Source: an optimization exercise on an open RTL-to-GDS flow (aim: small area). Production flows keep margins and buffers that such runs may drop. The RTL was checked by simulation tests, not by an equivalence proof against the original design. The clock input has no modelled driver; a real chip could not lean on it and would need a root buffer or a full tree. Power figures rest on the tool's default switching activity, not on a simulated workload.

// watch_top
module watch_top(
    clk,
    reset,
	i_run_en,
	i_freq,
    o_sec,
    o_min,
    o_hour
    );
For scale: about 50 I/O pins, roughly 2000 um^2 of cells after synthesis.
clock: 10.0 ns
lec_check: 0
cap_margin: 20
core_margin: 2
core_utilization: 40
slew_margin: 20
standard.sh (not shown) runs the stock make flow with config.mk's settings and CLKGATE_MAP_FILE= SYNTH_SCRIPT=/design/flow/synth_recipe.tcl, a recipe that flattens the netlist after the stock synthesis.
==> flow/flow/run.sh <==
#!/bin/bash
# Standard synthesis, then an area re-mapping of its combinational logic,
# then the standard layout with small port buffers and a small clock tree.
set -euo pipefail
W=$PWD
RES=$W/orfs/results/$FLOW_PLATFORM/watch_top/base
LIB=$FLOW_HOME/platforms/$FLOW_PLATFORM/lib/sky130_fd_sc_hd__tt_025C_1v80.lib

# 1. the standard synthesis, unchanged
bash standard.sh $RES/1_2_yosys.v > $W/synth.log 2>&1

# 2. re-map the combinational logic for area
cp $RES/1_2_yosys.v $W/1_2_yosys_std.v
seq=$(grep -o 'sky130_fd_sc_hd__[a-z0-9]*_[0-9]*' $W/1_2_yosys_std.v | sort -u | grep -E '__(df|edf|sdf|dl)' || true)
bb=""; for c in $seq; do bb="$bb blackbox $c;"; done
sed -e "s#@LIB@#$LIB#g" -e "s#@BLACKBOX@#$bb#" -e "s#@IN@#$W/1_2_yosys_std.v#" \
    -e "s#@TOP@#$FLOW_TOP#" -e "s#@ABC@#$W/flow/area.abc#" -e "s#@STAT@#$W/resyn_stat.txt#" \
    -e "s#@OUT@#$RES/1_2_yosys.v#" $W/flow/resyn.ys.in > $W/resyn.ys
yosys -s $W/resyn.ys > $W/resyn.log 2>&1

# 3. the standard layout from the re-mapped netlist
bash standard.sh finish \
  BUFFER_PORTS_ARGS="-buffer_cell sky130_fd_sc_hd__buf_1" \
  CTS_ARGS="-sink_clustering_enable -repair_clock_nets -dont_use_dummy_load -buf_list {sky130_fd_sc_hd__clkbuf_4 sky130_fd_sc_hd__clkbuf_8} -root_buf sky130_fd_sc_hd__clkbuf_8" \
  > $W/layout.log 2>&1
==> flow/flow/area.abc <==
strash
&get -n
&st
&dch
&nf -R 1000
&put
topo
==> flow/flow/resyn.ys.in <==
# Re-map the combinational logic of the standard synthesis netlist for area.
# The flip-flop cells are kept as black boxes, so every register keeps its
# instance name and cell type.
read_liberty -ignore_miss_func @LIB@
@BLACKBOX@
read_verilog @IN@
hierarchy -top @TOP@
flatten
opt -purge
abc -script @ABC@ -liberty @LIB@ -dont_use *probe* -dont_use *lpflow* -D 10000
read_liberty -lib -ignore_redef @LIB@
opt_clean -purge
splitnets
opt_clean -purge
hilomap -singleton -hicell sky130_fd_sc_hd__conb_1 HI -locell sky130_fd_sc_hd__conb_1 LO
check -assert -mapped
tee -o @STAT@ stat -liberty @LIB@
write_verilog -noattr -nohex -nodec @OUT@
==> next run, changes <==
==> flow/flow/run.sh (replaced) <==
#!/bin/bash
# Standard layout, unchanged.
bash standard.sh > standard.log 2>&1
removed: flow/flow/area.abc
removed: flow/flow/resyn.ys.in
What happened:
- clock skew fell by 0.0033 ns
- cell count rose by 13%
- worst hold slack improves by 0.017 ns
- global-route usage fell by 0.34 points
- sequential cell count stays the same
- total power rose by 17%
- via count rose by 16%
- routed wire length rose by 21%
==> next run, changes <==
==> flow/run.sh (new file) <==
#!/bin/bash
# synth_recipe.tcl (not shown) runs the flow's synth.tcl, then flattens the netlist and writes it again
# the make line also repeats each setting of config.mk as NAME=value (left out here)
make -C /OpenROAD-flow-scripts/flow DESIGN_CONFIG=/design/flow/config.mk WORK_HOME=/design/flow/orfs CLKGATE_MAP_FILE= SYNTH_SCRIPT=/design/flow/synth_recipe.tcl finish
removed: flow/flow/run.sh
removed: flow/standard.sh
Effect:
- via count does not change
- core utilization does not change
- non-clock buffer count is unchanged
- cell area stays the same
- fmax stays the same
- die area stays the same
- routed wire length is unchanged
- first-iteration DRC count stays the same
- sequential power is about the same
- total power does not change

========
## main
The RTL this note starts from:
==> flow/design.v <==
`timescale 1ns / 1ps
module one_sec_gen(
    clk,
    reset,
	i_run_en,
	i_freq,
    o_one_sec_tick
    );
parameter P_COUNT_BIT = 30;  
input 						clk;
input 						reset;
input 						i_run_en;
input [P_COUNT_BIT-1:0]		i_freq;
output reg					o_one_sec_tick;
	localparam [P_COUNT_BIT-1:0] P_INV = {(P_COUNT_BIT/2+1){2'b10}};
	reg 	[P_COUNT_BIT-1:0] 	r_left_q;
	wire	[P_COUNT_BIT-1:0] 	r_left = r_left_q ^ P_INV;
	wire w_upper_zero = ~|r_left[P_COUNT_BIT-1:1];
	wire w_zero = w_upper_zero & ~r_left[0];
	wire w_wrap = i_run_en & w_upper_zero & r_left[0];
	wire w_load = reset | w_wrap | w_zero;
	wire [P_COUNT_BIT:0] w_borrow;
	wire [P_COUNT_BIT-1:0] w_next;
	assign w_borrow[0] = i_run_en & ~w_zero;
	genvar i;
	generate
		for (i = 0; i < P_COUNT_BIT; i = i + 1) begin : g_bit
			assign w_borrow[i+1] = w_borrow[i] & ~r_left[i];
			assign w_next[i] = w_borrow[i+1] | (r_left[i] & ~w_borrow[i]);
		end
	endgenerate
	always @(posedge clk) begin
		r_left_q <= ((w_next & {P_COUNT_BIT{~reset}}) | (i_freq & {P_COUNT_BIT{w_load}})) ^ P_INV;
		o_one_sec_tick <= ~reset & w_wrap;
	end
endmodule
`timescale 1ns / 1ps
module watch_top(
    clk,
    reset,
	i_run_en,
	i_freq,
    o_sec,
    o_min,
    o_hour
    );
parameter P_COUNT_BIT = 30;  
parameter P_SEC_BIT	 = 6;  
parameter P_MIN_BIT	 = 6;  
parameter P_HOUR_BIT = 5;  
input 							clk;
input 							reset;
input 							i_run_en;
input		[P_COUNT_BIT-1:0]	i_freq;
output reg 	[P_SEC_BIT-1:0]		o_sec;
output reg 	[P_MIN_BIT-1:0]		o_min;
output reg 	[P_HOUR_BIT-1:0]	o_hour;
wire w_one_sec_tick;
one_sec_gen 
# (
	.P_COUNT_BIT	(P_COUNT_BIT) 
) u_one_sec_gen(
	.clk 				(clk			),
	.reset 				(reset			),
	.i_run_en			(i_run_en		),
	.i_freq				(i_freq			),
	.o_one_sec_tick 	(w_one_sec_tick	)
);
reg r_started;
wire w_sec_last  = &{o_sec[5:3], o_sec[1:0]};
wire w_min_last  = &{o_min[5:3], o_min[1:0]};
wire w_hour_last = &{o_hour[4], o_hour[2:0]};
	always @(posedge clk) begin
	    if(reset) begin
			o_sec		<= 0;
			o_min		<= 0;
			o_hour		<= 0;
			r_started	<= 1'b0;
		end else if(w_one_sec_tick) begin
			r_started	<= 1'b1;
			if (r_started) begin
				if (w_sec_last) begin
					o_sec <= 0;
					if (w_min_last) begin
						o_min <= 0;
						if (w_hour_last)
							o_hour <= 0;
						else
							o_hour <= o_hour + 1'b1;
					end else begin
						o_min <= o_min + 1'b1;
					end
				end else begin
					o_sec <= o_sec + 1'b1;
				end
			end
		end
	end
endmodule
export LEC_CHECK = 0
export CAP_MARGIN = 20
export CORE_MARGIN = 2
export CORE_UTILIZATION = 40
export SLEW_MARGIN = 20
create_clock -name core_clock -period 10.0 [get_ports {clk}]
==> flow/flow/run.sh <==
#!/bin/bash
# Standard synthesis; then the tick divider re-written as hand-mapped cells
# (proved equivalent to the standard netlist, else an abc area re-mapping is
# used); then the standard layout with small port buffers and a one-level
# clock tree (flow/cts_post.tcl replaces the tree that CTS builds).
set -euo pipefail
W=$PWD
RES=$W/orfs/results/$FLOW_PLATFORM/watch_top/base
LIB=$FLOW_HOME/platforms/$FLOW_PLATFORM/lib/sky130_fd_sc_hd__tt_025C_1v80.lib
sub() { sed -e "s#@LIB@#$LIB#g" -e "s#@TOP@#$FLOW_TOP#g" -e "s#@ABC@#$W/flow/area.abc#g" "$@"; }

# 1. the standard synthesis, unchanged
bash standard.sh $RES/1_2_yosys.v > $W/synth.log 2>&1
cp $RES/1_2_yosys.v $W/1_2_yosys_std.v

# 2. hand-mapped divider, checked against the standard netlist
ok=0
if python3 $W/flow/handmap.py $W/1_2_yosys_std.v $W/hand.v > $W/handmap.log 2>&1; then
  sub -e "s#@IN@#$W/hand.v#" -e "s#@STAT@#$W/hand_stat.txt#" -e "s#@OUT@#$W/hand_mapped.v#" \
    $W/flow/map.ys.in > $W/map.ys
  sub -e "s#@GOLD@#$W/1_2_yosys_std.v#" -e "s#@GATE@#$W/hand_mapped.v#" $W/flow/eq.ys.in > $W/eq.ys
  if yosys -s $W/map.ys > $W/map.log 2>&1 && yosys -s $W/eq.ys > $W/eq.log 2>&1; then
    ok=1
  fi
fi
if [ $ok = 1 ]; then
  echo "using the hand-mapped netlist" > $W/netlist_choice.txt
  cp $W/hand_mapped.v $RES/1_2_yosys.v
else
  echo "using the abc re-mapped netlist" > $W/netlist_choice.txt
  seq=$(grep -o 'sky130_fd_sc_hd__[a-z0-9]*_[0-9]*' $W/1_2_yosys_std.v | sort -u | grep -E '__(df|edf|sdf|dl)' || true)
  bb=""; for c in $seq; do bb="$bb blackbox $c;"; done
  sub -e "s#@BLACKBOX@#$bb#" -e "s#@IN@#$W/1_2_yosys_std.v#" -e "s#@STAT@#$W/resyn_stat.txt#" \
    -e "s#@OUT@#$RES/1_2_yosys.v#" $W/flow/resyn.ys.in > $W/resyn.ys
  yosys -s $W/resyn.ys > $W/resyn.log 2>&1
fi

# 3. the standard layout from the new netlist
bash standard.sh finish \
  BUFFER_PORTS_ARGS="-buffer_cell sky130_fd_sc_hd__buf_1" \
  CTS_ARGS="-sink_clustering_enable -repair_clock_nets -dont_use_dummy_load -buf_list sky130_fd_sc_hd__clkbuf_8 -root_buf sky130_fd_sc_hd__clkbuf_8" \
  POST_CTS_TCL=$W/flow/cts_post.tcl \
  > $W/layout.log 2>&1
==> flow/flow/area.abc <==
strash
&get -n
&st
&deepsyn -T 20
&dch -f
&nf -p -R 1000
&put
topo
Other scripts of this flow, unchanged in this note and not shown: flow/flow/cts_post.tcl, flow/flow/eq.ys.in, flow/flow/handmap.py, flow/flow/map.ys.in, flow/flow/resyn.ys.in
Both conditions hold for main: the flow ran to the end and the final layout passed the timing, design-rule and antenna checks.
Relative to main, the following input files were edited for the feature branch:
# main
export LEC_CHECK = 0
export CAP_MARGIN = 20
export CORE_MARGIN = 2
export CORE_UTILIZATION = 40
export SLEW_MARGIN = 20
create_clock -name core_clock -period 10.0 [get_ports {clk}]
# the feature branch
export LEC_CHECK = 0
export CAP_MARGIN = 20
export CORE_MARGIN = 2
export CORE_UTILIZATION = 40
export GPL_TIMING_DRIVEN = 0
export SLEW_MARGIN = 20
create_clock -name core_clock -period 10.0 [get_ports {clk}]
diff --git a/flow/flow/run.sh b/flow/flow/run.sh
--- a/flow/flow/run.sh
+++ b/flow/flow/run.sh
@@ -9,3 +9,3 @@
 LIB=$FLOW_HOME/platforms/$FLOW_PLATFORM/lib/sky130_fd_sc_hd__tt_025C_1v80.lib
-sub() { sed -e "s#@LIB@#$LIB#g" -e "s#@TOP@#$FLOW_TOP#g" -e "s#@ABC@#$W/flow/area.abc#g" "$@"; }
+sub() { sed -e "s#@LIB@#$LIB#g" -e "s#@TOP@#$FLOW_TOP#g" -e "s#@ABC@#$W/flow/area_s2.abc#g" "$@"; }
 
@@ -15,10 +15,25 @@
 
-# 2. hand-mapped divider, checked against the standard netlist
+# 2. hand-mapped divider, checked against the standard netlist; the display
+#    logic is mapped by abc with a few seeds and the smallest result is kept
 ok=0
 if python3 $W/flow/handmap.py $W/1_2_yosys_std.v $W/hand.v > $W/handmap.log 2>&1; then
-  sub -e "s#@IN@#$W/hand.v#" -e "s#@STAT@#$W/hand_stat.txt#" -e "s#@OUT@#$W/hand_mapped.v#" \
-    $W/flow/map.ys.in > $W/map.ys
-  sub -e "s#@GOLD@#$W/1_2_yosys_std.v#" -e "s#@GATE@#$W/hand_mapped.v#" $W/flow/eq.ys.in > $W/eq.ys
-  if yosys -s $W/map.ys > $W/map.log 2>&1 && yosys -s $W/eq.ys > $W/eq.log 2>&1; then
-    ok=1
+  best=""; best_area=""
+  for s in 1 2 6; do
+    sed -e "s#@LIB@#$LIB#g" -e "s#@TOP@#$FLOW_TOP#g" -e "s#@ABC@#$W/flow/area_s$s.abc#g" \
+      -e "s#@IN@#$W/hand.v#" -e "s#@STAT@#$W/hand_stat_s$s.txt#" -e "s#@OUT@#$W/hand_mapped_s$s.v#" \
+      $W/flow/map.ys.in > $W/map_s$s.ys
+    if yosys -s $W/map_s$s.ys > $W/map_s$s.log 2>&1; then
+      a=$(awk '/Chip area/ {print $NF}' $W/hand_stat_s$s.txt)
+      echo "seed $s: area $a" >> $W/netlist_choice.txt
+      if [ -z "$best" ] || awk -v a="$a" -v b="$best_area" 'BEGIN {exit !(a < b)}'; then
+        best=$s; best_area=$a
+      fi
+    fi
+  done
+  if [ -n "$best" ]; then
+    cp $W/hand_mapped_s$best.v $W/hand_mapped.v
+    sub -e "s#@GOLD@#$W/1_2_yosys_std.v#" -e "s#@GATE@#$W/hand_mapped.v#" $W/flow/eq.ys.in > $W/eq.ys
+    if yosys -s $W/eq.ys > $W/eq.log 2>&1; then
+      ok=1
+    fi
   fi
@@ -26,6 +41,6 @@
 if [ $ok = 1 ]; then
-  echo "using the hand-mapped netlist" > $W/netlist_choice.txt
+  echo "using the hand-mapped netlist (seed $best)" >> $W/netlist_choice.txt
   cp $W/hand_mapped.v $RES/1_2_yosys.v
 else
-  echo "using the abc re-mapped netlist" > $W/netlist_choice.txt
+  echo "using the abc re-mapped netlist" >> $W/netlist_choice.txt
   seq=$(grep -o 'sky130_fd_sc_hd__[a-z0-9]*_[0-9]*' $W/1_2_yosys_std.v | sort -u | grep -E '__(df|edf|sdf|dl)' || true)
==> flow/flow/area_s1.abc (new file) <==
strash
&get -n
&st
&deepsyn -T 20 -S 1
&dch -f
&nf -p -R 1000
&put
topo
==> flow/flow/area_s2.abc (new file) <==
strash
&get -n
&st
&deepsyn -T 20 -S 2
&dch -f
&nf -p -R 1000
&put
topo
==> flow/flow/area_s6.abc (new file) <==
strash
&get -n
&st
&deepsyn -T 20 -S 6
&dch -f
&nf -p -R 1000
&put
topo
removed: flow/flow/area.abc
### Flow results
The run with more routed wire is the feature branch, not main.
The feature branch against main: count of vias placed by the detailed router rose 1.3%; sum of net half-perimeters after detailed placement now sits lower.

-- what the ideal ports hide --
No port has a modelled driver above. Below, the same layouts with a new extraction and two added sets of constraints. Step 1 assumes that a clkbuf_16 drives the clock port and a buf_2 every other input. Step 2 moves the port delays by t, midway between the first and last clock arrival at a register: inputs arrive t later, outputs are due t later. That takes back most of the time a late clock gives input paths. Three values: ideal, step 1, step 2; two values: the first two.
| run | shift t [ns] | setup WS [ns] | latest minus earliest clock arrival (ns) |
|---|---|---|---|
| the first run of note 1 | 0.318 | 5.862 / 5.862 / 5.544 | 0.015 / 0.015 |
| the second run of note 1 | 0.326 | 5.717 / 5.718 / 5.392 | 0.012 / 0.012 |
| the third run of note 1 | 0.326 | 5.717 / 5.718 / 5.392 | 0.012 / 0.012 |
| main | 0.197 | 3.435 / 3.452 / 3.255 | 0.006 / 0.006 |
| the feature branch | 0.198 | 3.484 / 3.494 / 3.297 | 0.004 / 0.005 |
After both steps every run listed still meets setup and hold.
